From an optimization exercise on the open Yosys and OpenROAD flow, aimed at small area; shortcuts taken in it are not production practice. The RTL was checked by simulation tests, not by an equivalence proof against the original design. Power is estimated from default activity; no workload was simulated.

**design/flow/config.mk**
```make
export PLATFORM = sky130hd
export DESIGN_NAME = nunchuk_driver_top
export DESIGN_NICKNAME = nunchuk_driver_top
export VERILOG_FILES = /design/flow/design.v
export SDC_FILE = /design/flow/constraint.sdc
export NUM_CORES = 4
export LEC_CHECK = 0
export ABC_AREA = 1
export CAP_MARGIN = 20
export CORE_MARGIN = 2
export CORE_UTILIZATION = 40
export SLEW_MARGIN = 20
```
**design/flow/constraint.sdc**
```tcl
create_clock -name core_clock -period 12.0 [get_ports {clk}]
set_input_delay 2.4000 -clock core_clock [delete_from_list [all_inputs] [get_ports {clk}]]
set_output_delay 2.4000 -clock core_clock [all_outputs]
set_load 0.01 [all_outputs]
```
**design/flow/design.v**
```verilog
module nunchuk_driver_top(
	input clk,             
	input rst,             
	output scl,
	output sda_o,          
	output sda_oe,         
	input sda_i,           
	output [7:0] stick_x,
	output [7:0] stick_y,
	output [9:0] accel_x,
	output [9:0] accel_y,
	output [9:0] accel_z,
	output z,
	output c,
	output [47:0] segs
);
	localparam [2:0] C_I = 3'd0, C_S = 3'd1, C_P = 3'd2, C_W = 3'd3, C_R = 3'd4, C_N = 3'd5;
	reg [1:0] step;
	reg [11:0] q;
	reg [3:0] idx;
	reg [3:0] b;
	reg failed;
	reg acked;
	reg [45:0] sh;     
	reg [45:0] dat;    
	wire [1:0] ph = q[1:0];
	wire poll = (q == 12'd3999);
	reg [2:0] rom;
	always_comb begin
		if (step[1] == 1'b0) begin
			case (idx)
				4'd0: rom = C_S;
				4'd1, 4'd2, 4'd3: rom = C_W;
				4'd4: rom = C_P;
				default: rom = C_I;
			endcase
		end else if (step[0] == 1'b0) begin
			case (idx)
				4'd0: rom = C_S;
				4'd1, 4'd2: rom = C_W;
				4'd3: rom = C_P;
				default: rom = C_I;
			endcase
		end else begin
			case (idx)
				4'd0: rom = C_S;
				4'd1: rom = C_W;
				4'd2, 4'd3, 4'd4, 4'd5, 4'd6: rom = C_R;
				4'd7: rom = C_N;
				4'd8: rom = C_P;
				default: rom = C_I;
			endcase
		end
	end
	wire [2:0] cmd = (b == 4'd9) ? C_P : rom;
	wire is_w = (cmd == C_W);
	wire is_rd = (cmd == C_R) || (cmd == C_N);
	wire is_byte = is_w || is_rd;
	wire is_i = (cmd == C_I);
	wire b0 = (b == 4'd0);
	wire ending = is_i && (idx != 4'd15) && !failed;
	reg [7:0] wbyte;
	always_comb begin
		case ({step, idx[1:0], failed})
			5'b00_01_0, 5'b01_01_0, 5'b10_01_0: wbyte = 8'hA4;
			5'b11_01_0: wbyte = 8'hA5;
			5'b00_10_0, 5'b00_11_1: wbyte = 8'hF0;
			5'b01_10_0, 5'b01_11_1: wbyte = 8'hFB;
			5'b00_11_0: wbyte = 8'h55;
			default: wbyte = 8'h00;
		endcase
	end
	wire [3:0] bm1 = b - 4'd1;
	wire wbit = wbyte[bm1[2:0]];
	assign scl = !is_i && (ph == 2'd1 || ph == 2'd2);
	assign sda_oe = (cmd == C_S) || (cmd == C_P) || (is_w && !b0) || (is_rd && b0);
	assign sda_o = (cmd == C_S) ? !ph[1] :
	               (cmd == C_P) ? ph[1] :
	               is_w ? wbit :
	               (cmd == C_N);
	always @(posedge clk) begin
		if (rst) begin
			q <= 12'd1998;
			idx <= 4'd15;
			b <= 4'd8;
			step <= 2'd0;
			dat <= 46'd0;
		end else begin
			q <= poll ? 12'd0 : q + 12'd1;
			if (ending && ph == 2'd1 && step == 2'd3)
				dat <= sh;
			if (poll) begin
				idx <= 4'd0;
				b <= 4'd8;
				failed <= 1'b0;
			end else if (ph == 2'd3) begin
				if (is_i) begin
					idx <= 4'd15;
					if (ending)
						step <= {step[1] | step[0], ~step[0]};
				end else if (is_byte && !b0) begin
					b <= b - 4'd1;
				end else begin
					idx <= idx + 4'd1;
					if (is_w && !acked) begin
						b <= 4'd9;
						failed <= 1'b1;
					end else begin
						b <= 4'd8;
					end
				end
			end
		end
		if (is_w && b0 && ph == 2'd2)
			acked <= !sda_i;
		if (is_rd && !b0 && ph == 2'd2 && !(cmd == C_N && (b == 4'd8 || b == 4'd7)))
			sh <= {sh[44:0], sda_i};
	end
	assign stick_x = dat[45:38];
	assign stick_y = dat[37:30];
	assign accel_x = {dat[29:22], dat[1:0]};
	assign accel_y = {dat[21:14], dat[5:4]};
	assign accel_z = {dat[13:6], dat[3:2]};
	assign z = ~dat[1];
	assign c = ~dat[0];
	function automatic [7:0] seg7(input [3:0] d);
		case (d)
			4'd0: seg7 = 8'b11000000;
			4'd1: seg7 = 8'b11111001;
			4'd2: seg7 = 8'b10100100;
			4'd3: seg7 = 8'b10110000;
			4'd4: seg7 = 8'b10011001;
			4'd5: seg7 = 8'b10010010;
			4'd6: seg7 = 8'b10000010;
			4'd7: seg7 = 8'b11111000;
			4'd8: seg7 = 8'b10000000;
			default: seg7 = 8'b10010000;
		endcase
	endfunction
	function automatic [9:0] bcd(input [7:0] v);
		reg [17:0] s;
		integer i;
		begin
			s = {10'd0, v};
			for (i = 0; i < 8; i = i + 1) begin
				if (s[11:8] >= 5) s[11:8] = s[11:8] + 3;
				if (s[15:12] >= 5) s[15:12] = s[15:12] + 3;
				s = s << 1;
			end
			bcd = s[17:8];
		end
	endfunction
	wire [9:0] bx = bcd(stick_x);
	wire [9:0] by = bcd(stick_y);
	assign segs = {seg7({2'b0, bx[9:8]}), seg7(bx[7:4]), seg7(bx[3:0]), seg7({2'b0, by[9:8]}), seg7(by[7:4]), seg7(by[3:0])};
endmodule
```
**design/flow/run.sh**
```bash
#!/bin/bash
# synth_recipe.tcl (not shown) runs the flow's synth.tcl, then flattens the netlist and writes it again
# the make line also repeats each setting of config.mk as NAME=value (left out here)
make -C /OpenROAD-flow-scripts/flow DESIGN_CONFIG=/design/flow/config.mk WORK_HOME=/design/flow/orfs CLKGATE_MAP_FILE= SYNTH_SCRIPT=/design/flow/synth_recipe.tcl finish
```
==> results of run 1 <==
==> cells by family after synthesis <==
logic type               synth area share
adder cells (fa/ha/maj)            0.0671
AND/OR/NAND/NOR                     0.321
flip-flops                          0.404
other                             0.00106
buffers and inverters              0.0857
XOR/XNOR                          0.00971
AO/OA/AOI/OAI                       0.112
==> through the flow <==
step / hold slack, ns / total power (uW) / instances
2_1_floorplan: 0.421 / 459 / 907
3_3_place_gp: 0.430 / 466 / 1204
6_report: 0.438 / 978 / 1236
5_1_grt: 0.449 / 1020 / 1236
3_5_place_dp: 0.430 / 467 / 1204
4_1_cts: 0.440 / 991 / 1236
==> flip-flops by register name, indices dropped and copies added (netlist names), named ones only <==
name / count
acked: 1
b: 4
dat: 46
failed: 1
idx: 4
q: 12
sh: 46
step: 2
==> cell usage after synthesis, drive strengths merged <==
library cell    n  area (sq um)
a2111oi         2          17.5
a211oi          1          12.5
a21o            2          15.0
a21oi          57           285
a31oi           2          12.5
a32o            1          10.0
and2            2          12.5
buf            13          90.1
clkbuf         12          45.0
clkinv          1          5.00
conb            2          7.51
dfxtp          71          1420
edfxtp         48          1440
ha             38           475
inv           123           467
nand2         289          1360
nand3          70           453
nand3b          7          52.6
nand4           9          62.6
nor2           62           235
nor3            7          45.0
nor4            3          25.0
o2111ai         3          26.3
o211ai          7          62.6
o21ai          49           290
o21bai          5          37.5
o22ai           1          6.26
o31ai           2          15.0
or2             4          25.0
or3             1          6.26
xor2            7          68.8
==> final cells by class <==
class,instances,area [sq um]
Clock buffer,19,443
Tap cell,225,282
Fill cell,1696,8460
Timing Repair Buffer,97,961
Multi-Input combinational cell,639,3640
Clock inverter,13,173
Inverter,124,472
Sequential cell,119,2860
==> routing by layer <==
| layer | global-route usage | vias up |
|---|---|---|
| met3 | 0.0385 | 10 |
| met4 | 0.0481 | 0 |
| met2 | 0.253 | 88 |
| met5 | 0 | - |
| met1 | 0.210 | 2617 |
| li1 | - | 3118 |
==> final timing paths <==
check,end,slack [ns],start,cells after the start
min reg2reg,sh[2]$_DFFE_PP_,0.44,sh[1]$_DFFE_PP_,0
min,sh[2]$_DFFE_PP_,0.44,sh[1]$_DFFE_PP_,0
max,segs[11],4.21,dat[35]$_SDFFE_PP0P_,36
max reg2reg,dat[3]$_SDFFE_PP0P_,8.89,idx[0]$_SDFFE_PP1P_,12
==> cells in the final DEF, fill, tap and decap left out, types with 8 or more instances in the layout <==
cell type | synthesis | routed
inv_2 | 13 | 14
clkbuf_16 | 0 | 17
edfxtp_1 | 48 | 48
ha_1 | 38 | 38
o21ai_0 | 35 | 35
nand2_1 | 215 | 215
inv_1 | 108 | 107
nor2_1 | 61 | 61
nand2_4 | 17 | 17
dfxtp_1 | 71 | 71
nand3_2 | 18 | 19
clkdlybuf4s50_1 | 0 | 93
nand4_1 | 8 | 8
a21oi_1 | 57 | 57
conb_1 | 2 | 8
nand3_1 | 51 | 50
nand2_2 | 57 | 57
==> worst register-to-register path: cells and delay by family (launching register included) <==
family,cells,cell delay (ns)
flops,1,0.45
fa+ha+maj,1,0.22
buf+inv,3,0.98
simple gates,4,0.63
compound gates,4,0.78
==> power breakdown <==
part / internal (uW) / switching [uW]
clock network: 335 / 185
logic: 11.0 / 21.3
registers: 422 / 3.99
==> results.sh, run 1 <==
export IMPL_ant_nets=0
export IMPL_fin_crit_sh=0.649
export IMPL_wl_met3_microns=573
export IMPL_wirelength_met1_microns=7130
export IMPL_critPathRequiredTime_ns=9.60
export IMPL_grt_ovfl_total=0
export IMPL_fmax_ghz=0.128
export IMPL_die_h_microns=137
export IMPL_path_buf_inv=9
export IMPL_start_util=0.410
export IMPL_htree_levels=4
export IMPL_peakVddDrop_v=0.0000753
export IMPL_worst_clock_skew_ns=0.00709
export IMPL_grt_setup_unrepaired="false"
export IMPL_path_clk_slew_ns=0.06
export IMPL_first_pass_iters=5
export IMPL_netlist_instances=901
export IMPL_place_gp_congestion=0.829
export IMPL_cts_tree="done"
export IMPL_portBuffers=93
export IMPL_hold_buffers=0
export IMPL_fin_setup_tns_ns=0
export IMPL_grt_pass1_vias=5254
export IMPL_initialDrtViolationCount=232
export IMPL_grt_usage=0.158
export IMPL_dpl_hpwl_microns=10400
export IMPL_cp_top_family="simple AND/OR/NAND/NOR gates"
export IMPL_slew_violations=0
export IMPL_rows=48
export IMPL_syn_cell_area_sq_um=7080
export IMPL_ys_seq_elements=119
export IMPL_dpl_cell_area_sq_um=8220
export IMPL_wl_per_cell_microns=11.7
export IMPL_antenna_cells=0
export IMPL_cts_resized=0
export IMPL_drv_cap=0
export IMPL_die_w_microns=137
export IMPL_vias=5833
export IMPL_place_ws_ns=4.58
export IMPL_clk_path_buf_depth=2
export IMPL_maxSlewHeadroom=0.343
export IMPL_cts_made_buffers=17
export IMPL_cp_start_kind="register"
export IMPL_finalSetupViolCount=0
export IMPL_fin_nets=1039
export IMPL_die_area_sq_um=18800
export IMPL_syn_to_final_growth_pct=24.7
export IMPL_dr_max_layer_used="met4"
export IMPL_grt_max_degree=64
export IMPL_cts_sinks=119
export IMPL_drive_gt1_frac=0.165
export IMPL_ios=102
export IMPL_clkLatencyLatePin_ns=0.41
export IMPL_routed_wl_met2_microns=6590
export IMPL_grt_pass1_wl_microns=24000
export IMPL_antenna_found_initial=0
export IMPL_clock_root_buffer="clkbuf_16"
export IMPL_worstSetupEndpointType="primary output"
export IMPL_crit_fanout=5
export IMPL_pwr_density_cell_nw_per_um2=111
export IMPL_critPathKind="register to primary output"
export IMPL_fin_util=0.511
export IMPL_ys_warn_count=1
export IMPL_arrival_ns=5.39
export IMPL_outcome="timing/DRC/antenna clean"
export IMPL_post_synth_cell_area_avg_sq_um=7.86
export IMPL_hold_path_class="register to register"
export IMPL_hold_viol_final=0
export IMPL_crit_slowest_cell="clkdlybuf4s50_1"
export IMPL_leakagePower_uw=0.00414
export IMPL_fin_area_sq_um=8830
export IMPL_seq_area_frac_synth=0.404
export IMPL_critPathMaxStageDelay_ns=0.52
export IMPL_worstMarginPinSlew_ns=0.986
export IMPL_setup_slack_ns=4.21
export IMPL_drc_errors=0
export IMPL_core_area_sq_um=17300
export IMPL_viasPerCell=4.72
export IMPL_post_cts_buffers=0
export IMPL_routed_wl_microns=14400
export IMPL_ys_types=47
export IMPL_timing_final_crit_period_ns=7.79
==> inputs of run 2 (changes only) <==
--- a/design/flow/config.mk
+++ b/design/flow/config.mk
@@ -10,3 +10,4 @@
 export CORE_MARGIN = 2
 export CORE_UTILIZATION = 40
+export CTS_BUF_LIST = sky130_fd_sc_hd__clkbuf_4
 export SLEW_MARGIN = 20
==> results.sh, run 2 <==
export IMPL_path_depth=36
export IMPL_dp_cells=1204
export IMPL_start_util=0.410
export IMPL_r2r_start="idx[0]$_SDFFE_PP1P_"
export IMPL_worstMarginPinSlew_ns=0.619
export IMPL_ant_nets=0
export IMPL_post_cts_buffers=0
export IMPL_worst_clock_skew_ns=0.0207
export IMPL_die_w_microns=137
export IMPL_worstReg2RegEnd="dat[3]$_SDFFE_PP0P_"
export IMPL_crit_start="dat[35]$_SDFFE_PP0P_"
export IMPL_ys_types=47
export IMPL_seq_area_frac_synth=0.404
export IMPL_dpl_hpwl_microns=10400
export IMPL_hold_viol_final=0
export IMPL_min_to="sh[22]$_DFFE_PP_"
export IMPL_wl_per_cell_microns=11.6
export IMPL_crit_slowest_cell="clkdlybuf4s50_1"
export IMPL_stdcell_count=1238
export IMPL_first_pass_iters=4
export IMPL_critPathMaxStageDelay_ns=0.52
export IMPL_grt_max_degree=64
export IMPL_syn_cell_area_sq_um=7080
export IMPL_drv_cap=0
export IMPL_post_synth_cell_area_avg_sq_um=7.86
export IMPL_clk_path_buf_depth=2
export IMPL_ios=102
export IMPL_path_clk_slew_ns=0.11
export IMPL_r2r_cells=12
export IMPL_cts_resized=0
export IMPL_yosysTopAreaCell="edfxtp_1"
export IMPL_path_buf_inv=9
export IMPL_grt_setup_unrepaired="false"
export IMPL_synth_common_cells="nand2_1, inv_1, dfxtp_1"
export IMPL_pwr_density_cell_nw_per_um2=89.1
export IMPL_yosysMostFrequentCell="nand2_1"
export IMPL_arrival_ns=5.50
export IMPL_fmax_ghz=0.127
export IMPL_routed_wl_microns=14300
export IMPL_worstSetupEndpointType="primary output"
export IMPL_antenna_found_initial=1
export IMPL_hold_buffers=0
export IMPL_crit_fanout=5
export IMPL_cp_top_family="simple AND/OR/NAND/NOR gates"
export IMPL_synth_async_reset_ratio=0
export IMPL_layout_commonest_cell="nand2_1"
export IMPL_hold_start="sh[21]$_DFFE_PP_"
export IMPL_die_area_sq_um=18800
export IMPL_synth_ff_type="dfxtp_1"
export IMPL_outcome="timing/DRC/antenna clean"
export IMPL_drive_gt1_frac=0.166
export IMPL_syn_to_final_growth_pct=20.8
export IMPL_clock_root_buffer="clkbuf_4"
export IMPL_cts_tree="done"
export IMPL_slew_violations=0
export IMPL_peakVddDrop_v=0.0000782
export IMPL_critPathKind="register to primary output"
export IMPL_critPathRequiredTime_ns=9.60
export IMPL_timing_final_crit_period_ns=7.90
export IMPL_cp_start_kind="register"
export IMPL_fin_setup_tns_ns=0
export IMPL_total_power_uw=763
export IMPL_grt_ovfl_total=0
export IMPL_htree_levels=4
export IMPL_drc_errors=0
export IMPL_cts_made_buffers=17
export IMPL_fin_nets=1040
export IMPL_netlist_instances=901
export IMPL_place_gp_congestion=0.829
export IMPL_clkLatencyLatePin_ns=0.50
export IMPL_viasPerCell=4.69
export IMPL_holdWs_ns=0.455
export IMPL_final_cell_mix="nand2_1, inv_1, clkdlybuf4s50_1"
export IMPL_ys_seq_elements=119
export IMPL_top_regs="dat x46, sh x46, q x12"
export IMPL_grt_pass1_vias=5214
export IMPL_maxSlewHeadroom=0.588
export IMPL_cts_sinks=119
export IMPL_reg2reg_slack_ns=8.86
export IMPL_portBuffers=93
export IMPL_die_h_microns=137
export IMPL_rows=48
export IMPL_core_area_sq_um=17300
export IMPL_grt_usage=0.157
export IMPL_vias=5807
export IMPL_netlist_top_cells_area="edfxtp_1, dfxtp_1, nand2_1"
export IMPL_grt_pass1_wl_microns=23800
export IMPL_synth_edf_count=48
export IMPL_initialDrtViolationCount=228
export IMPL_leakagePower_uw=0.00402
export IMPL_fin_crit_sh=0.658
export IMPL_finalSetupViolCount=0
export IMPL_synth_top_area_share=0.203
export IMPL_hold_depth=0
export IMPL_hold_path_class="register to register"
export IMPL_ys_warn_count=1
[run 2: cell counts after synthesis]
Identical to the previous run, type by type.
[run 2: cell type report]
cell class | instances | area (sq um)
Antenna cell | 1 | 2.50
Clock buffer | 18 | 135
Multi-Input combinational cell | 639 | 3640
Tap cell | 225 | 282
Fill cell | 1736 | 8740
Clock inverter | 14 | 176
Inverter | 124 | 472
Sequential cell | 119 | 2860
Timing Repair Buffer | 98 | 988
[run 2: worst register-to-register path: cells and delay by family (launching register included)]
kind            cells  cell delay, ns
compound gates      4            0.79
fa+ha+maj           1            0.22
flops               1            0.46
buf+inv             3            0.99
simple gates        4            0.62
[run 2: logic make-up after synthesis]
group / count (synthesis) / synth area share
AND/OR/NAND/NOR: 454 / 0.321
flip-flops: 119 / 0.404
AO/OA/AOI/OAI: 132 / 0.112
other: 2 / 0.00106
adder cells (fa/ha/maj): 38 / 0.0671
XOR/XNOR: 7 / 0.00971
buffers and inverters: 149 / 0.0857
[run 2: worst max-delay path by stage]
stage | endpoint
final | segs[11]
after global routing | segs[13]
after CTS | segs[11]
after detailed placement | segs[11]
after global placement | segs[11]
after floorplan | segs[35]
[run 2: report_power, final]
part | switching (uW) | internal, uW | total, uW | leakage, uW
sequential | 3.94 | 421 | 425 | 0.00100
combinational | 21.2 | 11.1 | 32.3 | 0.00284
clock | 156 | 149 | 305 | 0.000170
[run 2: stage by stage]
| stage | setup WS, ns | cell area, sq um | utilization |
|---|---|---|---|
| 6_report | 4.10 | 8560 | 0.495 |
| 5_1_grt | 3.42 | 8560 | 0.495 |
| 4_1_cts | 3.98 | 8530 | 0.493 |
| 3_5_place_dp | 4.58 | 8220 | 0.475 |
| 3_3_place_gp | 4.70 | 8220 | 0.475 |
| 2_1_floorplan | 5.37 | 7110 | - |
[run 2: layer usage]
metal,track usage,wire (microns)
met1,0.209,7080
met2,0.249,6570
met3,0.0422,622
met4,0.0430,68
met5,0,0
==> inputs of run 3 (changes only) <==
--- a/design/flow/config.mk
+++ b/design/flow/config.mk
@@ -11,3 +11,5 @@
 export CORE_UTILIZATION = 40
 export CTS_BUF_LIST = sky130_fd_sc_hd__clkbuf_4
+export CTS_CLUSTER_DIAMETER = 60
+export CTS_CLUSTER_SIZE = 20
 export SLEW_MARGIN = 20
==> results.sh, run 3 <==
export IMPL_outcome="timing/DRC/antenna clean"
export IMPL_worstSetupEndpointType="primary output"
export IMPL_top_usage_layer="met2"
export IMPL_final_cell_mix="nand2_1, inv_1, clkdlybuf4s50_1"
export IMPL_yosys_area_share_simple=0.321
export IMPL_holdWs_ns=0.455
export IMPL_start_util=0.410
export IMPL_first_pass_iters=4
export IMPL_grt_max_degree=64
export IMPL_post_synth_cell_area_avg_sq_um=7.86
export IMPL_total_power_uw=763
export IMPL_drv_cap=0
export IMPL_min_to="sh[22]$_DFFE_PP_"
export IMPL_drc_errors=0
export IMPL_hold_buffers=0
export IMPL_drive_gt1_frac=0.166
export IMPL_ys_types=47
export IMPL_path_buf_inv=9
export IMPL_fin_setup_tns_ns=0
export IMPL_r2r_cells=12
export IMPL_grt_pass1_vias=5214
export IMPL_met1_usage=0.209
export IMPL_grt_usage=0.157
export IMPL_cp_top_family="simple AND/OR/NAND/NOR gates"
export IMPL_grt_setup_unrepaired="false"
export IMPL_rows=48
export IMPL_fin_crit_sh=0.658
export IMPL_dpl_cell_area_sq_um=8220
export IMPL_finalSetupViolCount=0
export IMPL_synth_xor_area_frac=0.00971
export IMPL_synth_edf_count=48
export IMPL_worstMarginPinSlew_ns=0.619
export IMPL_leakagePower_uw=0.00402
export IMPL_wl_per_cell_microns=11.6
export IMPL_hold_start="sh[21]$_DFFE_PP_"
export IMPL_clock_root_buffer="clkbuf_4"
export IMPL_path_clk_slew_ns=0.11
export IMPL_syn_cell_area_sq_um=7080
export IMPL_worstReg2RegEnd="dat[3]$_SDFFE_PP0P_"
export IMPL_arrival_ns=5.50
export IMPL_die_w_microns=137
export IMPL_ios=102
export IMPL_cp_start_kind="register"
export IMPL_viasPerCell=4.69
export IMPL_hold_path_class="register to register"
export IMPL_met3_usage=0.0422
export IMPL_fmax_ghz=0.127
export IMPL_top_regs="dat x46, sh x46, q x12"
export IMPL_synth_compound_area_frac=0.112
export IMPL_fin_nets=1040
export IMPL_crit_slowest_cell="clkdlybuf4s50_1"
export IMPL_vias=5807
export IMPL_grtUsageMet2=0.249
export IMPL_core_area_sq_um=17300
export IMPL_layout_commonest_cell="nand2_1"
export IMPL_synth_common_cells="nand2_1, inv_1, dfxtp_1"
export IMPL_yosysTopAreaCell="edfxtp_1"
export IMPL_crit_fanout=5
export IMPL_synth_ff_type="dfxtp_1"
export IMPL_clkLatencyLatePin_ns=0.50
export IMPL_cts_made_buffers=17
export IMPL_hold_depth=0
export IMPL_yosysMostFrequentCell="nand2_1"
export IMPL_netlist_instances=901
export IMPL_synth_top_area_share=0.203
export IMPL_routed_wl_microns=14300
export IMPL_critPathKind="register to primary output"
export IMPL_seq_area_frac_synth=0.404
export IMPL_antenna_found_initial=1
export IMPL_critPathRequiredTime_ns=9.60
export IMPL_netlist_top_cells_area="edfxtp_1, dfxtp_1, nand2_1"
export IMPL_cts_resized=0
export IMPL_initialDrtViolationCount=228
export IMPL_syn_to_final_growth_pct=20.8
export IMPL_critPathMaxStageDelay_ns=0.52
export IMPL_die_area_sq_um=18800
export IMPL_post_cts_buffers=0
export IMPL_grt_pass1_wl_microns=23800
export IMPL_slew_violations=0
export IMPL_ys_warn_count=1
export IMPL_path_depth=36
export IMPL_synth_top_family_by_area="simple AND/OR/NAND/NOR gates"
export IMPL_maxSlewHeadroom=0.588
export IMPL_die_h_microns=137
export IMPL_fin_util=0.495
export IMPL_cts_tree="done"
export IMPL_ant_nets=0
export IMPL_reg2reg_slack_ns=8.86
export IMPL_place_gp_congestion=0.829
export IMPL_ys_seq_elements=119
export IMPL_synth_fa_ha_area_frac=0.0671
export IMPL_pwr_density_cell_nw_per_um2=89.1
export IMPL_htree_levels=4
export IMPL_clk_path_buf_depth=2
export IMPL_synthMuxAreaShare=0
export IMPL_r2r_start="idx[0]$_SDFFE_PP1P_"
export IMPL_fin_area_sq_um=8560
export IMPL_grt_ovfl_total=0
export IMPL_dpl_hpwl_microns=10400
export IMPL_synth_async_reset_ratio=0
export IMPL_worst_clock_skew_ns=0.0207
export IMPL_portBuffers=93
export IMPL_hold_viol_final=0
export IMPL_peakVddDrop_v=0.0000782
export IMPL_timing_final_crit_period_ns=7.90
export IMPL_cts_sinks=119
export IMPL_fill_cells=1736
-- run 3: cell counts in the layout (fill, tap and decap cells not counted) --
No cell type changed its count.
-- run 3: logic make-up (layout without fill, tap and decap cells) --
| family | after synthesis | count (layout) |
|---|---|---|
| simple gates | 454 | 454 |
| buf+inv | 149 | 254 |
| compound gates | 132 | 132 |
| flops | 119 | 119 |
| fa+ha+maj | 38 | 38 |
| xor+xnor | 7 | 7 |
| other cells | 2 | 9 |
-- run 3: layout make-up --
cell class | count | area [sq um] | share of cell area
Clock buffer | 18 | 135 | 0.0158
Multi-Input combinational cell | 639 | 3640 | 0.425
Timing Repair Buffer | 98 | 988 | 0.115
Clock inverter | 14 | 176 | 0.0206
Antenna cell | 1 | 2.50 | 0.000292
Inverter | 124 | 472 | 0.0551
Sequential cell | 119 | 2860 | 0.334
Tap cell | 225 | 282 | 0.0329
-- run 3: worst reg2reg max path, delay by kind of cell, from the launching register on --
| family | cells | cell delay (ns) |
|---|---|---|
| fa+ha+maj | 1 | 0.22 |
| simple gates | 4 | 0.62 |
| flops | 1 | 0.46 |
| compound gates | 4 | 0.79 |
| buf+inv | 3 | 0.99 |
-- run 3: where the power goes --
part | internal (uW) | total, uW | leakage (uW) | switching [uW]
sequential | 421 | 425 | 0.00100 | 3.94
combinational | 11.1 | 32.3 | 0.00284 | 21.2
clock | 149 | 305 | 0.000170 | 156
total | 582 | 763 | 0.00402 | 181
-- run 3: stage by stage --
step                instances  setup WS (ns)
floorplan                 907           5.37
CTS                      1236           3.98
finish                   1238           4.10
global route             1238           3.42
global placement         1204           4.70
detailed placement       1204           4.58
-- run 3: worst max path at each step --
| stage | start | endpoint | slack (ns) |
|---|---|---|---|
| after floorplan | dat[43]$_SDFFE_PP0P_ | segs[35] | 5.37 |
| after global placement | dat[35]$_SDFFE_PP0P_ | segs[11] | 4.70 |
| after detailed placement | dat[35]$_SDFFE_PP0P_ | segs[11] | 4.58 |
| after CTS | dat[35]$_SDFFE_PP0P_ | segs[11] | 3.98 |
| after global routing | dat[35]$_SDFFE_PP0P_ | segs[13] | 3.42 |
| final | dat[35]$_SDFFE_PP0P_ | segs[11] | 4.10 |
-- run 3: layer usage --
layer,up-vias,wire length (microns)
met5,-,0
met4,0,68
met3,2,622
met2,99,6570
met1,2588,7080
li1,3118,-
==> inputs of run 4 (changes only) <==
--- a/design/flow/config.mk
+++ b/design/flow/config.mk
@@ -10,6 +10,5 @@
 export CORE_MARGIN = 2
 export CORE_UTILIZATION = 40
-export CTS_BUF_LIST = sky130_fd_sc_hd__clkbuf_4
-export CTS_CLUSTER_DIAMETER = 60
-export CTS_CLUSTER_SIZE = 20
+export CTS_BUF_LIST = sky130_fd_sc_hd__clkbuf_8
+export CTS_CLUSTER_SIZE = 30
 export SLEW_MARGIN = 20
==> results.sh, run 4 <==
export IMPL_critPathRequiredTime_ns=9.60
export IMPL_fin_crit_sh=0.650
export IMPL_ys_seq_elements=119
export IMPL_slew_violations=0
export IMPL_reg2reg_slack_ns=8.84
export IMPL_fill_cells=1724
export IMPL_core_area_sq_um=17300
export IMPL_crit_fanout=5
export IMPL_die_h_microns=137
export IMPL_multiInputGateArea_sq_um=3640
export IMPL_dpl_hpwl_microns=10400
export IMPL_regArea_sq_um=2860
export IMPL_synth_top_family_by_area="simple AND/OR/NAND/NOR gates"
export IMPL_drc_errors=0
export IMPL_drive_gt1_frac=0.166
export IMPL_syn_cell_area_sq_um=7080
export IMPL_drv_cap=0
export IMPL_finalSetupViolCount=0
export IMPL_synth_async_reset_ratio=0
export IMPL_maxSlewHeadroom=0.587
export IMPL_fin_setup_tns_ns=0
export IMPL_synth_common_cells="nand2_1, inv_1, dfxtp_1"
export IMPL_synth_ff_type="dfxtp_1"
export IMPL_dp_cells=1204
export IMPL_grt_ovfl_total=0
export IMPL_synth_fa_ha_area_frac=0.0671
export IMPL_pwr_density_cell_nw_per_um2=96.2
export IMPL_cts_sinks=119
export IMPL_outcome="timing/DRC/antenna clean"
export IMPL_yosys_area_share_simple=0.321
export IMPL_cp_top_family="simple AND/OR/NAND/NOR gates"
export IMPL_fmax_ghz=0.128
export IMPL_hold_viol_final=0
export IMPL_hold_path_class="register to register"
export IMPL_holdWs_ns=0.447
export IMPL_stdcell_count=1237
export IMPL_synthMuxAreaShare=0
export IMPL_cts_resized=0
export IMPL_clk_path_buf_depth=2
export IMPL_cts_tree="done"
export IMPL_start_util=0.410
export IMPL_hold_depth=0
export IMPL_worstReg2RegEnd="dat[4]$_SDFFE_PP0P_"
export IMPL_vias=5836
export IMPL_yosysTopAreaCell="edfxtp_1"
export IMPL_fin_nets=1040
export IMPL_routed_wl_microns=14200
export IMPL_critPathMaxStageDelay_ns=0.52
export IMPL_p_sw_uw=189
export IMPL_syn_to_final_growth_pct=22.4
export IMPL_initialDrtViolationCount=195
export IMPL_top_regs="dat x46, sh x46, q x12"
export IMPL_grt_setup_unrepaired="false"
export IMPL_post_cts_buffers=0
export IMPL_hold_buffers=0
export IMPL_dpl_cell_area_sq_um=8220
export IMPL_synth_compound_area_frac=0.112
export IMPL_antenna_cells=0
export IMPL_die_area_sq_um=18800
export IMPL_htree_levels=4
export IMPL_synth_xor_area_frac=0.00971
export IMPL_rows=48
export IMPL_netlist_top_cells_area="edfxtp_1, dfxtp_1, nand2_1"
export IMPL_leakagePower_uw=0.00407
export IMPL_ys_warn_count=1
export IMPL_final_cell_mix="nand2_1, inv_1, clkdlybuf4s50_1"
export IMPL_peakVddDrop_v=0.0000797
export IMPL_setup_slack_ns=4.19
export IMPL_clkLatencyLatePin_ns=0.41
export IMPL_layout_commonest_cell="nand2_1"
export IMPL_worstSetupEndpointType="primary output"
export IMPL_min_to="sh[22]$_DFFE_PP_"
export IMPL_worst_clock_skew_ns=0.00710
export IMPL_grt_pass1_vias=5214
export IMPL_cp_start_kind="register"
export IMPL_path_clk_slew_ns=0.07
export IMPL_grt_usage=0.156
export IMPL_cts_made_buffers=17
export IMPL_p_sw_frac=0.226
export IMPL_first_pass_iters=4
export IMPL_synth_top_area_share=0.203
export IMPL_ios=102
export IMPL_portBuffers=93
export IMPL_ys_types=47
export IMPL_r2r_start="idx[0]$_SDFFE_PP1P_"
export IMPL_r2r_cells=12
export IMPL_crit_slowest_cell="clkdlybuf4s50_1"
export IMPL_arrival_ns=5.41
export IMPL_crit_start="dat[35]$_SDFFE_PP0P_"
export IMPL_place_ws_ns=4.58
export IMPL_timing_final_crit_period_ns=7.81
export IMPL_place_gp_congestion=0.829
export IMPL_viasPerCell=4.72
export IMPL_ant_nets=0
export IMPL_fin_area_sq_um=8670
export IMPL_grt_max_degree=64
export IMPL_seq_area_frac_synth=0.404
export IMPL_path_buf_inv=9
export IMPL_wl_per_cell_microns=11.5
export IMPL_worstMarginPinSlew_ns=0.620
export IMPL_power_share_combinational=0.039
export IMPL_clkPwrFrac=0.452
export IMPL_critPathKind="register to primary output"
export IMPL_clock_root_buffer="clkbuf_8"
export IMPL_antenna_found_initial=0
export IMPL_netlist_instances=901
export IMPL_hold_start="sh[21]$_DFFE_PP_"
export IMPL_p_int_uw=646
export IMPL_post_synth_cell_area_avg_sq_um=7.86
export IMPL_die_w_microns=137
export IMPL_power_frac_seq=0.510
export IMPL_grt_pass1_wl_microns=23800
export IMPL_synth_edf_count=48
export IMPL_yosysMostFrequentCell="nand2_1"
run 4: cell counts after synthesis:
No cell type changed its count.
run 4: stage by stage:
stage / power [uW] / util
global route: 872 / 0.501
global placement: 466 / 0.475
finish: 834 / 0.501
floorplan: 459 / -
detailed placement: 467 / 0.475
CTS: 848 / 0.500
run 4: cells by family (layout without fill, tap and decap cells):
kind of cell,Yosys count,after routing
adders and majority gates,38,38
buffers and inverters,149,254
other,2,8
AOI/OAI and AO/OA,132,132
and+or+nand+nor,454,454
DFF,119,119
xor gates and xnor gates,7,7
run 4: layer usage:
metal / routed length, microns / track usage / vias to the layer above
met2: 6420 / 0.250 / 101
met5: 0 / 0 / -
met4: 129 / 0.0481 / 0
met1: 7070 / 0.209 / 2600
met3: 620 / 0.0378 / 13
li1: - / - / 3122
run 4: worst max path at each step:
stage          slack (ns)  endpoint  depth (start not counted)
2_1_floorplan        5.37  segs[35]                         35
3_3_place_gp         4.70  segs[11]                         36
3_5_place_dp         4.58  segs[11]                         36
4_1_cts              4.11  segs[11]                         36
5_1_grt              3.56  segs[13]                         36
6_report             4.19  segs[11]                         36
run 4: area by class of cell:
| class | count | share of cell area |
|---|---|---|
| clock buffer | 18 | 0.0286 |
| clock inverter | 14 | 0.0203 |
| inverter | 124 | 0.0544 |
| multi-input combinational | 639 | 0.420 |
| sequential | 119 | 0.330 |
| tap | 225 | 0.0325 |
| timing repair buffer | 98 | 0.114 |
run 4: power groups by stage:
stage	Clock (uW)	Sequential (uW)	Combinational, uW
after global placement	0	434	32.2
after CTS	390	425	32.6
after global routing	409	426	37.1
after floorplan	0	433	25.8
final	377	425	32.2
after detailed placement	0	434	32.4
==> inputs of run 5 (changes only) <==
==> design/flow/flow/run.sh (new file) <==
#!/bin/bash
# Own layout flow: the standard synthesis, then an area-only re-mapping of the
# combinational logic between the (untouched) registers, then the standard
# ORFS layout with minimum-size port buffers and a clock tree of clkbuf_4.
# Each tool's output goes to a log file of its own in the work folder.
set -euo pipefail
W=$(pwd)
R=$W/orfs/results/${FLOW_PLATFORM:-sky130hd}/nunchuk_driver_top/base
export LIB=$FLOW_HOME/platforms/sky130hd/lib/sky130_fd_sc_hd__tt_025C_1v80.lib

# 1. standard synthesis (unchanged)
bash standard.sh synth > $W/run_synth.log 2>&1

# 2. re-map the combinational logic for area, registers kept as they are
cp $R/1_2_yosys.v $W/std_synth.v
export REMAP_IN=$W/std_synth.v REMAP_OUT=$W/remap.v REMAP_ABC=$W/flow/remap.abc
yosys -c $W/flow/remap.tcl > $W/run_remap.log 2>&1
cp $W/remap.v $R/1_2_yosys.v
rm -f $R/1_synth.odb $R/1_synth.sdc

# 3. the rest of the standard layout
export BUFFER_PORTS_ARGS="-buffer_cell sky130_fd_sc_hd__buf_1"
export CTS_ARGS="-sink_clustering_enable -repair_clock_nets -buf_list sky130_fd_sc_hd__clkbuf_4"
bash standard.sh > $W/run_layout.log 2>&1
==> design/flow/flow/remap.abc (new file) <==
strash
dch -f
map -a
topo
strash
dch -f
map -a
topo
strash
dch -f
map -a
topo
strash
dch -f
map -a
topo
==> design/flow/flow/remap.tcl (new file) <==
# Re-map the combinational cells of the standard synthesis for area.
# Registers (flip-flop cells) are kept as they are (not flattened), so their names and
# cell types stay those of the standard synthesis.
yosys read_liberty -ignore_miss_func $::env(LIB)
yosys read_verilog $::env(REMAP_IN)
yosys hierarchy -top nunchuk_driver_top
yosys setattr -mod -set keep_hierarchy 1 sky130_fd_sc_hd__*df*
yosys flatten
yosys opt_clean -purge nunchuk_driver_top
set f [open $::env(LIB) r]
set text [read $f]
close $f
set dont_use {}
foreach {m name} [regexp -all -inline {cell\s*\(\s*"?([A-Za-z0-9_]+)"?\s*\)} $text] {
  if {[string match *probe* $name] || [string match *lpflow* $name]} {
    lappend dont_use -dont_use $name
  }
}
yosys abc -script $::env(REMAP_ABC) -liberty $::env(LIB) {*}$dont_use nunchuk_driver_top
yosys opt_clean -purge nunchuk_driver_top
# cell modules back to plain library cells
yosys delete sky130_fd_sc_hd__*
yosys read_liberty -lib -ignore_miss_func $::env(LIB)
yosys hilomap -singleton -hicell sky130_fd_sc_hd__conb_1 HI -locell sky130_fd_sc_hd__conb_1 LO nunchuk_driver_top
yosys insbuf -buf sky130_fd_sc_hd__buf_1 A X nunchuk_driver_top
yosys splitnets nunchuk_driver_top
yosys opt_clean -purge nunchuk_driver_top
yosys stat -liberty $::env(LIB)
yosys check -assert nunchuk_driver_top
yosys select -module nunchuk_driver_top
yosys write_verilog -selected -noattr -nohex -nodec $::env(REMAP_OUT)
==> design/flow/standard.sh (new file) <==
#!/bin/bash
# synth_recipe.tcl (not shown) runs the flow's synth.tcl, then flattens the netlist and writes it again
# the make line also repeats each setting of config.mk as NAME=value (left out here)
make -C /OpenROAD-flow-scripts/flow DESIGN_CONFIG=/design/flow/config.mk WORK_HOME=/design/flow/orfs CLKGATE_MAP_FILE= SYNTH_SCRIPT=/design/flow/synth_recipe.tcl "${@:-finish}"
--- a/design/flow/config.mk
+++ b/design/flow/config.mk
@@ -10,5 +10,3 @@
 export CORE_MARGIN = 2
 export CORE_UTILIZATION = 40
-export CTS_BUF_LIST = sky130_fd_sc_hd__clkbuf_8
-export CTS_CLUSTER_SIZE = 30
 export SLEW_MARGIN = 20
removed: design/flow/run.sh
==> results.sh, run 5 <==
export IMPL_clock_root_buffer="clkbuf_4"
export IMPL_drive_gt1_frac=0.0458
export IMPL_ios=102
export IMPL_post_cts_buffers=0
export IMPL_grt_pass1_vias=4240
export IMPL_htree_levels=4
export IMPL_r2r_cells=14
export IMPL_vias=4666
export IMPL_critPathKind="register to primary output"
export IMPL_ys_warn_count=1
export IMPL_worst_clock_skew_ns=0.0150
export IMPL_cts_tree="done"
export IMPL_syn_to_final_growth_pct=12.0
export IMPL_antenna_found_initial=0
export IMPL_crit_end="segs[11]"
export IMPL_die_area_sq_um=14500
export IMPL_die_h_microns=120
export IMPL_cp_start_kind="register"
export IMPL_critPathRequiredTime_ns=9.60
export IMPL_start_util=0.408
export IMPL_worstReg2RegEnd="dat[37]$_SDFFE_PP0P_"
export IMPL_dpl_hpwl_microns=8060
export IMPL_fin_area_sq_um=6050
export IMPL_fin_util=0.457
export IMPL_path_clk_slew_ns=0.09
export IMPL_cts_made_buffers=17
export IMPL_hold_path_class="register to register"
export IMPL_slew_violations=0
export IMPL_hold_viol_final=0
export IMPL_viasPerCell=4.85
export IMPL_syn_cell_area_sq_um=5400
export IMPL_grt_ovfl_total=0
export IMPL_clkLatencyLatePin_ns=0.49
export IMPL_total_power_uw=701
export IMPL_peakVddDrop_v=0.000107
export IMPL_reg2reg_slack_ns=8.58
export IMPL_grt_usage=0.162
export IMPL_ant_nets=0
export IMPL_hold_buffers=0
export IMPL_crit_start="dat[35]$_SDFFE_PP0P_"
export IMPL_fin_nets=776
export IMPL_cts_resized=0
export IMPL_grt_pass1_wl_microns=19000
export IMPL_first_pass_iters=5
export IMPL_fin_crit_sh=0.647
export IMPL_rows=42
export IMPL_clk_path_buf_depth=2
export IMPL_fmax_ghz=0.129
export IMPL_r2r_start="step[0]$_SDFFE_PP0P_"
export IMPL_pwr_density_cell_nw_per_um2=116
export IMPL_arrival_ns=5.36
export IMPL_antenna_cells=0
export IMPL_critPathMaxStageDelay_ns=0.35
export IMPL_place_gp_congestion=0.907
export IMPL_final_cell_mix="nand2_1, nor2_1, clkinv_1"
export IMPL_grt_max_degree=64
export IMPL_leakagePower_uw=0.00216
export IMPL_wl_per_cell_microns=11.9
export IMPL_worstMarginPinSlew_ns=0.953
export IMPL_die_w_microns=120
export IMPL_drv_cap=0
export IMPL_finalSetupViolCount=0
export IMPL_crit_slowest_cell="dfxtp_1"
export IMPL_grt_setup_unrepaired="false"
export IMPL_maxSlewHeadroom=0.364
export IMPL_outcome="timing/DRC/antenna clean"
export IMPL_portBuffers=93
export IMPL_timing_final_crit_period_ns=7.76
export IMPL_layout_commonest_cell="nand2_1"
export IMPL_cts_sinks=119
export IMPL_post_synth_cell_area_avg_sq_um=7.61
export IMPL_dpl_cell_area_sq_um=5810
export IMPL_drc_errors=0
export IMPL_routed_wl_microns=11500
export IMPL_netlist_instances=710
export IMPL_fin_setup_tns_ns=0
export IMPL_crit_fanout=5
export IMPL_worstSetupEndpointType="primary output"
export IMPL_top_regs="dat x46, sh x46, q x12"
export IMPL_core_area_sq_um=13200
export IMPL_worst_path_most_repeated_cell="clkinv_1"
export IMPL_initialDrtViolationCount=275
## run 5: area by class of cell
type / count / area, sq um
well taps: 176 / 220
clock buffers: 24 / 180
inverters: 105 / 394
repair buffers: 96 / 372
clock inverters: 8 / 57.6
fillers: 1328 / 7190
multi-input cells: 434 / 1960
flip-flops and latches: 119 / 2860
## run 5: through the flow
stage                     std cells  worst slack [ns]  hold slack, ns
after global routing            962              3.34           0.459
final                           962              4.24           0.448
after CTS                       962              4.26           0.449
after detailed placement        930              4.85           0.426
after floorplan                 716              2.82           0.414
after global placement          930              5.08           0.427
## run 5: worst max-delay path, delay by kind of cell, from the launching register on
kind                   cells  cell delay (ns)
AO/OA/AOI/OAI              8             1.58
AND/OR/NAND/NOR           12             1.40
buffers and inverters     10             1.25
flip-flops                 1             0.35
XOR/XNOR                   1             0.28
## run 5: where the power goes
group          switching (uW)  leakage [uW]  total, uW  internal, uW
Combinational            19.9       0.00101       27.9          8.07
Clock                     134      0.000138        249           115
Sequential               3.06       0.00101        424           421
## run 5: worst min path at each step
stage	startpoint	end	cells after the start
global placement	sh[31]$_DFFE_PP_	sh[32]$_DFFE_PP_	0
CTS	sh[33]$_DFFE_PP_	sh[34]$_DFFE_PP_	0
floorplan	q[11]$_SDFF_PP0_	q[11]$_SDFF_PP0_	1
finish	sh[33]$_DFFE_PP_	sh[34]$_DFFE_PP_	0
detailed placement	sh[33]$_DFFE_PP_	sh[34]$_DFFE_PP_	0
global route	sh[33]$_DFFE_PP_	sh[34]$_DFFE_PP_	0
## run 5: layer usage
metal,wire length [microns],global-route usage,vias to the layer above
met5,0,0,-
met4,140,0.0516,0
met3,556,0.0443,16
met2,5490,0.274,103
met1,5290,0.201,2147
li1,-,-,2400
==> inputs of run 6 (changes only) <==
--- a/design/flow/flow/run.sh
+++ b/design/flow/flow/run.sh
@@ -21,4 +21,4 @@
 # 3. the rest of the standard layout
 export BUFFER_PORTS_ARGS="-buffer_cell sky130_fd_sc_hd__buf_1"
-export CTS_ARGS="-sink_clustering_enable -repair_clock_nets -buf_list sky130_fd_sc_hd__clkbuf_4"
+export CTS_ARGS="-sink_clustering_enable -repair_clock_nets -buf_list sky130_fd_sc_hd__clkbuf_4 -dont_use_dummy_load"
 bash standard.sh > $W/run_layout.log 2>&1
==> design/flow/flow/remap.abc (replaced) <==
strash
dch -f
amap -F 4 -A 8
topo
strash
dch -f
amap -F 4 -A 8
topo
strash
dch -f
amap -F 4 -A 8
topo
strash
dch -f
amap -F 4 -A 8
topo
==> results.sh, run 6 <==
export IMPL_cts_tree="done"
export IMPL_post_cts_buffers=0
export IMPL_grt_pass1_wl_microns=18200
export IMPL_initialDrtViolationCount=251
export IMPL_drv_cap=0
export IMPL_leakagePower_uw=0.00200
export IMPL_slew_violations=0
export IMPL_critPathKind="register to primary output"
export IMPL_hold_depth=0
export IMPL_grt_usage=0.160
export IMPL_r2r_cells=12
export IMPL_die_w_microns=118
export IMPL_viasPerCell=5.12
export IMPL_cts_sinks=119
export IMPL_crit_fanout=6
export IMPL_worst_clock_skew_ns=0.0541
export IMPL_top_regs="dat x46, sh x46, q x12"
export IMPL_fmax_ghz=0.128
export IMPL_antenna_found_initial=0
export IMPL_rows=41
export IMPL_layout_commonest_cell="nor2_1"
export IMPL_worstMarginPinSlew_ns=0.730
export IMPL_wl_per_cell_microns=13.1
export IMPL_peakVddDrop_v=0.0000595
export IMPL_grt_max_degree=57
export IMPL_p_int_uw=495
export IMPL_dpl_hpwl_microns=7530
export IMPL_ant_nets=0
export IMPL_vias=4338
export IMPL_holdWs_ns=0.443
export IMPL_p_sw_frac=0.223
export IMPL_critPathRequiredTime_ns=9.60
export IMPL_grt_pass1_vias=4010
export IMPL_worstSetupEndpointType="primary output"
export IMPL_p_sw_uw=142
export IMPL_die_h_microns=118
export IMPL_drc_errors=0
export IMPL_fin_area_sq_um=5710
export IMPL_hold_buffers=0
export IMPL_outcome="timing/DRC/antenna clean"
export IMPL_cts_resized=0
export IMPL_ios=102
export IMPL_fin_nets=680
export IMPL_hold_path_class="register to register"
export IMPL_power_frac_seq=0.667
export IMPL_core_area_sq_um=12600
export IMPL_syn_cell_area_sq_um=5160
export IMPL_antenna_cells=0
export IMPL_maxSlewHeadroom=0.510
export IMPL_grt_setup_unrepaired="false"
export IMPL_ys_warn_count=1
export IMPL_fin_setup_tns_ns=0
export IMPL_portBuffers=93
export IMPL_first_pass_iters=5
export IMPL_clock_root_buffer="clkbuf_4"
export IMPL_pwr_density_cell_nw_per_um2=112
export IMPL_hold_viol_final=0
export IMPL_drive_gt1_frac=0.0356
export IMPL_path_clk_slew_ns=0.09
export IMPL_netlist_instances=613
export IMPL_clkLatencyLatePin_ns=0.52
export IMPL_dpl_cell_area_sq_um=5560
export IMPL_clkPwrFrac=0.286
export IMPL_finalSetupViolCount=0
export IMPL_place_gp_congestion=0.793
export IMPL_fin_crit_sh=0.653
export IMPL_die_area_sq_um=13800
export IMPL_clk_path_buf_depth=2
export IMPL_final_cell_mix="nor2_1, buf_1, dfxtp_1"
export IMPL_arrival_ns=5.44
export IMPL_cp_start_kind="register"
export IMPL_cts_made_buffers=17
export IMPL_post_synth_cell_area_avg_sq_um=8.42
export IMPL_syn_to_final_growth_pct=10.5
export IMPL_total_power_uw=636
export IMPL_routed_wl_microns=11100
export IMPL_grt_ovfl_total=0
export IMPL_power_share_combinational=0.047
export IMPL_timing_final_crit_period_ns=7.84
export IMPL_htree_levels=4
export IMPL_fill_cells=1287
export IMPL_fin_util=0.452
export IMPL_start_util=0.409
-- run 6: changes by cell type in the layout (fill, tap and decap cells not counted), sizes merged, moves of 3 or more --
cell / before / now
and3: 0 / 4
o211ai: 6 / 3
o221a: 0 / 3
nand2: 121 / 36
o31ai: 4 / 1
nor3: 7 / 11
o22ai: 4 / 46
nor2b: 0 / 4
o21ai: 56 / 62
a221oi: 3 / 0
clkbuf: 24 / 18
a21oi: 84 / 41
clkinv: 111 / 68
-- run 6: power by group through the flow --
stage          logic, uW  registers, uW  clock network (uW)
6_report            29.6            425                 182
5_1_grt             33.9            426                 206
4_1_cts             29.6            425                 191
3_3_place_gp        28.5            434                   0
2_1_floorplan       21.5            433                   0
3_5_place_dp        29.1            434                   0
-- run 6: final timing paths --
| kind | start | end | slack, ns |
|---|---|---|---|
| worst max-delay path | dat[35]$_SDFFE_PP0P_ | segs[14] | 4.16 |
| worst min-delay path | sh[35]$_DFFE_PP_ | sh[36]$_DFFE_PP_ | 0.44 |
| worst max register to register | b[0]$_SDFFE_PP0P_ | register | 8.45 |
| worst min register to register | sh[35]$_DFFE_PP_ | sh[36]$_DFFE_PP_ | 0.44 |
-- run 6: worst max-delay path, cell delays in order (launching register included) --
cell	delay, ns
dfxtp_1	0.36
o21ai_0	0.30
clkinv_1	0.22
a21oi_1	0.32
nor2_1	0.06
o21ai_0	0.20
clkinv_1	0.14
a21oi_1	0.20
nand2_1	0.11
a21oi_1	0.27
nor2_1	0.09
a21oi_1	0.24
nor2b_1	0.22
o21ai_0	0.20
o21ai_0	0.30
nand2_1	0.11
nand2_1	0.13
clkinv_1	0.13
o22ai_1	0.26
clkinv_1	0.16
o21ai_0	0.30
clkinv_1	0.15
a211oi_1	0.26
buf_1	0.20
-- run 6: final cells by class --
| class | count | area, sq um | area share |
|---|---|---|---|
| repair buffers | 97 | 393 | 0.0688 |
| clock buffers | 17 | 128 | 0.0224 |
| flip-flops and latches | 119 | 2860 | 0.502 |
| multi-input cells | 374 | 1850 | 0.325 |
| inverters | 68 | 255 | 0.0447 |
| well taps | 172 | 215 | 0.0377 |
-- run 6: metal layers --
layer  part of all wire  up-vias  track usage
li1                   -     2217            -
met1               0.48     2000        0.206
met2               0.46      105        0.262
met3              0.047       16       0.0465
met4              0.013        0       0.0497
met5                  0        -            0
-- run 6: through the flow --
step                std cells  worst slack (ns)
finish                    847              4.16
global placement          829              5.09
detailed placement        829              4.75
floorplan                 619              5.36
global route              847              3.28
CTS                       846              4.16
==> inputs of run 7 (changes only) <==
==> design/flow/design.v (replaced) <==
module nunchuk_driver_top(
	input clk,             
	input rst,             
	output scl,
	output sda_o,          
	output sda_oe,         
	input sda_i,           
	output [7:0] stick_x,
	output [7:0] stick_y,
	output [9:0] accel_x,
	output [9:0] accel_y,
	output [9:0] accel_z,
	output z,
	output c,
	output [47:0] segs
);
	localparam [6:0] X = 7'd100;
	reg [1:0] ph;
	reg [3:0] lo;
	reg [6:0] hi;
	reg jumped;
	reg [1:0] step;    
	reg failed;        
	reg [45:0] sh;     
	reg [45:0] dat;    
	wire s3 = (ph == 2'b10);
	wire s2 = (ph == 2'b11);
	wire rd = (step == 2'd3);
	wire ovr = (lo == 4'd15);
	wire ack = lo[3];
	wire [6:0] hp = rd ? 7'd8 : step[1] ? 7'd3 : 7'd4;
	wire at_p = (hi == hp);
	wire is_s = (hi == 7'd0) && ack;
	wire is_p = ovr || (at_p && lo == 4'd0);
	wire is_i = at_p && lo == 4'd1;
	wire is_w = !ovr && ((hi == 7'd1) || (!step[1] && (hi == 7'd2 || hi == 7'd3)) || (step == 2'd2 && hi == 7'd2));
	wire is_n = !ovr && rd && (hi == 7'd7);
	wire is_rd = !ovr && rd && (hi >= 7'd2 && hi <= 7'd7);
	wire jump = s3 && is_w && ack && failed && ((hi == 7'd1) || (!step[1] && hi == 7'd2));
	wire [3:0] wrap = ovr ? 4'd15 : (hi == X) ? (jumped ? 4'd7 : 4'd9) : 4'd8;
	reg [7:0] wbyte;
	always_comb begin
		case ({step, hi[1:0], failed})
			5'b00_01_0, 5'b01_01_0, 5'b10_01_0: wbyte = 8'hA4;
			5'b11_01_0: wbyte = 8'hA5;
			5'b00_10_0, 5'b00_11_1: wbyte = 8'hF0;
			5'b01_10_0, 5'b01_11_1: wbyte = 8'hFB;
			5'b00_11_0: wbyte = 8'h55;
			default: wbyte = 8'h00;
		endcase
	end
	wire wbit = wbyte[~lo[2:0]];
	assign scl = (is_s || is_p || is_w || is_rd) && ph[0];
	assign sda_oe = is_s || is_p || (is_w && !ack) || (is_rd && ack);
	assign sda_o = is_s ? !ph[1] :
	               is_p ? ph[1] :
	               is_w ? wbit :
	               is_n;
	always @(posedge clk) begin
		if (rst) begin
			ph <= 2'b11;
			lo <= 4'd3;
			hi <= 7'd56;
			jumped <= 1'b0;
			step <= 2'd0;
			failed <= 1'b1;
			dat <= 46'd0;
		end else begin
			ph <= {ph[0], ~ph[1]};
			if (is_i && ph == 2'b01 && !failed && rd)
				dat <= sh;
			if (s3) begin
				if (jump) begin
					lo <= 4'd15;
					hi <= hi + 7'd1;
					jumped <= 1'b1;
				end else if (lo == wrap) begin
					lo <= 4'd0;
					if (hi == X && jumped && !ovr)
						jumped <= 1'b0;
					else
						hi <= (hi == 7'd110) ? 7'd0 : hi + 7'd1;
				end else begin
					lo <= lo + 4'd1;
				end
				if (is_s)
					failed <= 1'b0;
				if (hi == X && lo == 4'd0 && !failed)
					step <= {step[1] | step[0], ~step[0]};
			end
		end
		if (is_w && ack && s2 && sda_i)
			failed <= 1'b1;
		if (is_rd && !ack && s2 && !(is_n && lo[2:1] == 2'b00))
			sh <= {sh[44:0], sda_i};
	end
	assign stick_x = dat[45:38];
	assign stick_y = dat[37:30];
	assign accel_x = {dat[29:22], dat[1:0]};
	assign accel_y = {dat[21:14], dat[5:4]};
	assign accel_z = {dat[13:6], dat[3:2]};
	assign z = ~dat[1];
	assign c = ~dat[0];
	function automatic [7:0] seg7(input [3:0] d);
		case (d)
			4'd0: seg7 = 8'b11000000;
			4'd1: seg7 = 8'b11111001;
			4'd2: seg7 = 8'b10100100;
			4'd3: seg7 = 8'b10110000;
			4'd4: seg7 = 8'b10011001;
			4'd5: seg7 = 8'b10010010;
			4'd6: seg7 = 8'b10000010;
			4'd7: seg7 = 8'b11111000;
			4'd8: seg7 = 8'b10000000;
			default: seg7 = 8'b10010000;
		endcase
	endfunction
	function automatic [9:0] bcd(input [7:0] v);
		reg [17:0] s;
		integer i;
		begin
			s = {10'd0, v};
			for (i = 0; i < 8; i = i + 1) begin
				if (s[11:8] >= 5) s[11:8] = s[11:8] + 3;
				if (s[15:12] >= 5) s[15:12] = s[15:12] + 3;
				s = s << 1;
			end
			bcd = s[17:8];
		end
	endfunction
	wire [9:0] bx = bcd(stick_x);
	wire [9:0] by = bcd(stick_y);
	assign segs = {seg7({2'b0, bx[9:8]}), seg7(bx[7:4]), seg7(bx[3:0]), seg7({2'b0, by[9:8]}), seg7(by[7:4]), seg7(by[3:0])};
endmodule
--- a/design/flow/flow/run.sh
+++ b/design/flow/flow/run.sh
@@ -21,4 +21,4 @@
 # 3. the rest of the standard layout
 export BUFFER_PORTS_ARGS="-buffer_cell sky130_fd_sc_hd__buf_1"
-export CTS_ARGS="-sink_clustering_enable -repair_clock_nets -buf_list sky130_fd_sc_hd__clkbuf_4 -dont_use_dummy_load"
+export CTS_ARGS="-sink_clustering_enable -repair_clock_nets -buf_list sky130_fd_sc_hd__clkbuf_8 -dont_use_dummy_load"
 bash standard.sh > $W/run_layout.log 2>&1
==> results.sh, run 7 <==
export IMPL_place_gp_congestion=0.861
export IMPL_routed_wl_microns=11000
export IMPL_reg2reg_slack_ns=8.14
export IMPL_critPathMaxStageDelay_ns=0.37
export IMPL_worstReg2RegEnd="hi[6]$_SDFFE_PP0P_"
export IMPL_fin_setup_tns_ns=0
export IMPL_outcome="timing/DRC/antenna clean"
export IMPL_hold_buffers=0
export IMPL_core_area_sq_um=12000
export IMPL_worstSetupEndpointType="primary output"
export IMPL_fin_area_sq_um=5410
export IMPL_grt_max_degree=55
export IMPL_r2r_cells=19
export IMPL_cp_start_kind="register"
export IMPL_vias=4208
export IMPL_dpl_cell_area_sq_um=5280
export IMPL_hold_start="sh[34]$_DFFE_PP_"
export IMPL_cts_made_buffers=9
export IMPL_layout_commonest_cell="nor2_1"
export IMPL_finalSetupViolCount=0
export IMPL_fin_nets=652
export IMPL_r2r_start="lo[0]$_SDFFE_PP1P_"
export IMPL_dp_cells=785
export IMPL_portBuffers=93
export IMPL_fill_cells=1177
export IMPL_clk_path_buf_depth=2
export IMPL_path_clk_slew_ns=0.10
export IMPL_peakVddDrop_v=0.0000477
export IMPL_final_cell_mix="nor2_1, buf_1, clkinv_1"
export IMPL_top_regs="dat x46, sh x46, hi x7"
export IMPL_maxSlewHeadroom=0.398
export IMPL_rows=40
export IMPL_dpl_hpwl_microns=7550
export IMPL_htree_levels=3
export IMPL_netlist_instances=593
export IMPL_path_buf_inv=7
export IMPL_antenna_cells=0
export IMPL_fmax_ghz=0.132
export IMPL_cp_top_family="compound AO/OA/AOI/OAI gates"
export IMPL_drive_gt1_frac=0.0247
export IMPL_post_synth_cell_area_avg_sq_um=8.25
export IMPL_antenna_found_initial=0
export IMPL_ios=102
export IMPL_grt_usage=0.167
export IMPL_path_depth=28
export IMPL_crit_end="segs[3]"
export IMPL_die_area_sq_um=13100
export IMPL_fin_crit_sh=0.630
export IMPL_cts_sinks=109
export IMPL_crit_slowest_cell="dfxtp_1"
export IMPL_drc_errors=0
export IMPL_grt_pass1_wl_microns=17900
export IMPL_grt_ovfl_total=0
export IMPL_clkLatencyLatePin_ns=0.36
export IMPL_start_util=0.409
export IMPL_leakagePower_uw=0.00183
export IMPL_die_w_microns=115
export IMPL_hold_viol_final=0
export IMPL_timing_final_crit_period_ns=7.57
export IMPL_drv_cap=0
export IMPL_cts_resized=0
export IMPL_worst_clock_skew_ns=0.0342
export IMPL_critPathRequiredTime_ns=9.60
export IMPL_hold_path_class="register to register"
export IMPL_syn_to_final_growth_pct=10.5
export IMPL_initialDrtViolationCount=221
export IMPL_worstMarginPinSlew_ns=0.895
export IMPL_post_cts_buffers=0
export IMPL_crit_start="dat[35]$_SDFFE_PP0P_"
export IMPL_slew_violations=0
export IMPL_ant_nets=0
export IMPL_die_h_microns=115
export IMPL_first_pass_iters=5
export IMPL_clock_root_buffer="clkbuf_8"
export IMPL_pwr_density_cell_nw_per_um2=107
export IMPL_worst_path_most_repeated_cell="nor2_1"
export IMPL_wl_per_cell_microns=13.9
export IMPL_crit_fanout=7
export IMPL_critPathKind="register to primary output"
export IMPL_syn_cell_area_sq_um=4890
export IMPL_stdcell_count=794
export IMPL_arrival_ns=5.17
export IMPL_grt_setup_unrepaired="false"
export IMPL_viasPerCell=5.30
export IMPL_ys_warn_count=1
export IMPL_grt_pass1_vias=3855
export IMPL_cts_tree="done"
-- run 7: how the worst min path moves through the flow --
stage	end	slack, ns	cells past startpoint
floorplan	ph[0]$_SDFF_PP1_	0.39	1
global placement	ph[0]$_SDFF_PP1_	0.41	1
detailed placement	ph[0]$_SDFF_PP1_	0.42	1
CTS	sh[34]$_DFFE_PP_	0.44	0
global route	sh[35]$_DFFE_PP_	0.45	0
finish	sh[35]$_DFFE_PP_	0.43	0
-- run 7: metrics by stage --
step / worst slack (ns) / util / hold slack [ns] / total power [uW]
2_1_floorplan: 5.45 / - / 0.394 / 405
3_3_place_gp: 5.35 / 0.442 / 0.412 / 411
3_5_place_dp: 4.95 / 0.442 / 0.421 / 411
4_1_cts: 4.53 / 0.452 / 0.439 / 584
5_1_grt: 3.65 / 0.452 / 0.448 / 599
6_report: 4.43 / 0.452 / 0.433 / 576
-- run 7: per-layer routing --
metal,global-route usage,part of all wire,up-vias
li1,-,-,2124
met1,0.216,0.47,1952
met2,0.284,0.47,119
met3,0.0360,0.049,13
met4,0.0455,0.0085,0
met5,0,0,-
-- run 7: worst register-to-register path: stages (launching register included) --
cell	delay [ns]
dfxtp_1	0.50
clkinv_1	0.23
nor2_1	0.19
clkinv_1	0.12
nor2_1	0.12
nand2_1	0.16
a21oi_1	0.20
o221a_1	0.20
o311ai_0	0.17
or3_1	0.39
a21oi_1	0.14
nor2_1	0.08
nor2_1	0.20
clkinv_1	0.11
nor2_1	0.17
nand2_1	0.10
nor2_1	0.17
and3_1	0.22
nor2_1	0.04
a2111oi_0	0.24
-- run 7: area by class of cell --
cell class / instances / area, sq um / share of cell area
Timing Repair Buffer: 97 / 380 / 0.0704
Clock buffer: 9 / 124 / 0.0229
Inverter: 67 / 251 / 0.0465
Sequential cell: 109 / 2640 / 0.489
Multi-Input combinational cell: 365 / 1820 / 0.337
Tap cell: 147 / 184 / 0.0340
-- run 7: report_power, final --
group / switching, uW / leakage, uW / internal, uW
sequential: 2.29 / 0.000922 / 384
combinational: 12.2 / 0.000846 / 4.11
clock: 106 / 0.0000647 / 67.7
==> inputs of run 8 (changes only) <==
--- a/design/flow/design.v
+++ b/design/flow/design.v
@@ -15,5 +15,5 @@
 	output [47:0] segs
 );
-	localparam [6:0] X = 7'd100;
+	localparam [6:0] X = 7'd64;
 	reg [1:0] ph;
 	reg [3:0] lo;
@@ -38,5 +38,6 @@
 	wire is_rd = !ovr && rd && (hi >= 7'd2 && hi <= 7'd7);
 	wire jump = s3 && is_w && ack && failed && ((hi == 7'd1) || (!step[1] && hi == 7'd2));
-	wire [3:0] wrap = ovr ? 4'd15 : (hi == X) ? (jumped ? 4'd7 : 4'd9) : 4'd8;
+	wire [3:0] wrap = ovr ? 4'd15 : (hi[6:1] == X[6:1] && jumped) ? 4'd11 :
+	                  (hi[6:3] == 4'd0) ? 4'd8 : (hi[6] && hi[5]) ? 4'd6 : 4'd7;
 	reg [7:0] wbyte;
 	always_comb begin
@@ -61,5 +62,5 @@
 			ph <= 2'b11;
 			lo <= 4'd3;
-			hi <= 7'd56;
+			hi <= 7'd62;
 			jumped <= 1'b0;
 			step <= 2'd0;
@@ -77,8 +78,7 @@
 				end else if (lo == wrap) begin
 					lo <= 4'd0;
-					if (hi == X && jumped && !ovr)
+					hi <= hi + 7'd1;
+					if (hi == X + 7'd1)
 						jumped <= 1'b0;
-					else
-						hi <= (hi == 7'd110) ? 7'd0 : hi + 7'd1;
 				end else begin
 					lo <= lo + 4'd1;
==> results.sh, run 8 <==
export IMPL_finalSetupViolCount=0
export IMPL_wl_per_cell_microns=13.8
export IMPL_die_area_sq_um=13000
export IMPL_post_synth_cell_area_avg_sq_um=8.35
export IMPL_routed_wl_microns=10800
export IMPL_ant_nets=0
export IMPL_peakVddDrop_v=0.0000470
export IMPL_grt_pass1_wl_microns=17600
export IMPL_rows=40
export IMPL_grt_usage=0.167
export IMPL_cts_made_buffers=9
export IMPL_cts_tree="done"
export IMPL_timing_final_crit_period_ns=7.43
export IMPL_cp_start_kind="register"
export IMPL_syn_to_final_growth_pct=10.6
export IMPL_grt_max_degree=58
export IMPL_fin_nets=641
export IMPL_netlist_instances=582
export IMPL_layout_commonest_cell="nor2_1"
export IMPL_maxSlewHeadroom=0.411
export IMPL_clkLatencyLatePin_ns=0.37
export IMPL_antenna_cells=0
export IMPL_portBuffers=93
export IMPL_leakagePower_uw=0.00180
export IMPL_drv_cap=0
export IMPL_grt_setup_unrepaired="false"
export IMPL_critPathKind="register to primary output"
export IMPL_pwr_density_cell_nw_per_um2=108
export IMPL_place_ws_ns=5.04
export IMPL_viasPerCell=5.32
export IMPL_die_h_microns=114
export IMPL_fin_util=0.451
export IMPL_hold_viol_final=0
export IMPL_critPathRequiredTime_ns=9.60
export IMPL_grt_pass1_vias=3822
export IMPL_clock_root_buffer="clkbuf_8"
export IMPL_dpl_hpwl_microns=7390
export IMPL_syn_cell_area_sq_um=4860
export IMPL_grt_ovfl_total=0
export IMPL_fmax_ghz=0.135
export IMPL_setup_slack_ns=4.57
export IMPL_initialDrtViolationCount=268
export IMPL_path_clk_slew_ns=0.09
export IMPL_drive_gt1_frac=0.0252
export IMPL_htree_levels=3
export IMPL_first_pass_iters=5
export IMPL_arrival_ns=5.03
export IMPL_hold_path_class="register to register"
export IMPL_core_area_sq_um=11900
export IMPL_hold_buffers=0
export IMPL_start_util=0.408
export IMPL_outcome="timing/DRC/antenna clean"
export IMPL_worstSetupEndpointType="primary output"
export IMPL_worst_clock_skew_ns=0.0358
export IMPL_slew_violations=0
export IMPL_total_power_uw=581
export IMPL_fin_setup_tns_ns=0
export IMPL_cts_resized=0
export IMPL_place_gp_congestion=0.883
export IMPL_top_regs="dat x46, sh x46, hi x7"
export IMPL_drc_errors=0
export IMPL_ys_warn_count=1
export IMPL_vias=4164
export IMPL_cts_sinks=109
export IMPL_hold_depth=0
export IMPL_fin_crit_sh=0.619
export IMPL_post_cts_buffers=0
export IMPL_die_w_microns=114
export IMPL_clk_path_buf_depth=2
export IMPL_antenna_found_initial=0
export IMPL_crit_fanout=5
export IMPL_r2r_cells=15
export IMPL_ios=102
export IMPL_final_cell_mix="nor2_1, buf_1, clkinv_1"
export IMPL_worstMarginPinSlew_ns=0.872
==> run 8: cell count changes in the layout (fill, tap and decap cells not counted), sizes merged, moves of 4 or more <==
cell / change
a211oi: +4
nand2: +11
nor2: -28
nor4: -5
o21a: +6
o21ai: +9
==> run 8: power breakdown <==
part	switching [uW]	total [uW]	internal [uW]
sequential	2.58	387	385
combinational	14.5	19.6	5.12
clock	106	174	67.7
==> run 8: area by class of cell <==
type | count | area (sq um)
Clock buffer | 9 | 124
Timing Repair Buffer | 97 | 380
Tap cell | 147 | 184
Multi-Input combinational cell | 356 | 1800
Fill cell | 1194 | 6540
Inverter | 65 | 244
Sequential cell | 109 | 2640
==> run 8: worst paths after layout <==
path                        start                  to  slack (ns)
max          dat[43]$_SDFFE_PP0P_            segs[35]        4.57
min reg2reg      sh[32]$_DFFE_PP_    sh[33]$_DFFE_PP_        0.44
max reg2reg    hi[5]$_SDFFE_PP1P_  hi[6]$_SDFFE_PP0P_        7.87
min              sh[32]$_DFFE_PP_    sh[33]$_DFFE_PP_        0.44
==> run 8: layer usage <==
| metal | GRT usage | wire length, microns | vias up |
|---|---|---|---|
| met5 | 0 | 0 | - |
| met4 | 0.0724 | 276 | 0 |
| li1 | - | - | 2098 |
| met1 | 0.211 | 4960 | 1922 |
| met2 | 0.281 | 5070 | 116 |
| met3 | 0.0291 | 467 | 28 |
==> run 8: worst max-delay path, cell delays in order (launching register included) <==
cell and delay [ns]:
dfxtp_1 0.35, o21ai_0 0.36, clkinv_1 0.21, o22ai_1 0.21
nand2_1 0.11, clkinv_1 0.05, o21ai_0 0.14, nand2_1 0.14
clkinv_1 0.07, o22ai_1 0.17, nand2_1 0.11, nand2_1 0.14
clkinv_1 0.16, nand2_1 0.09, o21ai_0 0.17, o21ai_0 0.23
nor2b_1 0.30, clkinv_1 0.18, o21ai_0 0.23, nand2_1 0.13
clkinv_1 0.09, nor2_1 0.05, a21oi_1 0.26, clkinv_1 0.16
nor2_1 0.21, nor2_1 0.08, nor2_1 0.11, buf_1 0.16
==> run 8: metrics by stage <==
step	std cells	area [sq um]	hold slack, ns
6_report	783	5370	0.439
5_1_grt	783	5370	0.444
4_1_cts	783	5370	0.437
3_5_place_dp	774	5250	0.426
3_3_place_gp	774	5250	0.426
2_1_floorplan	588	4880	0.418
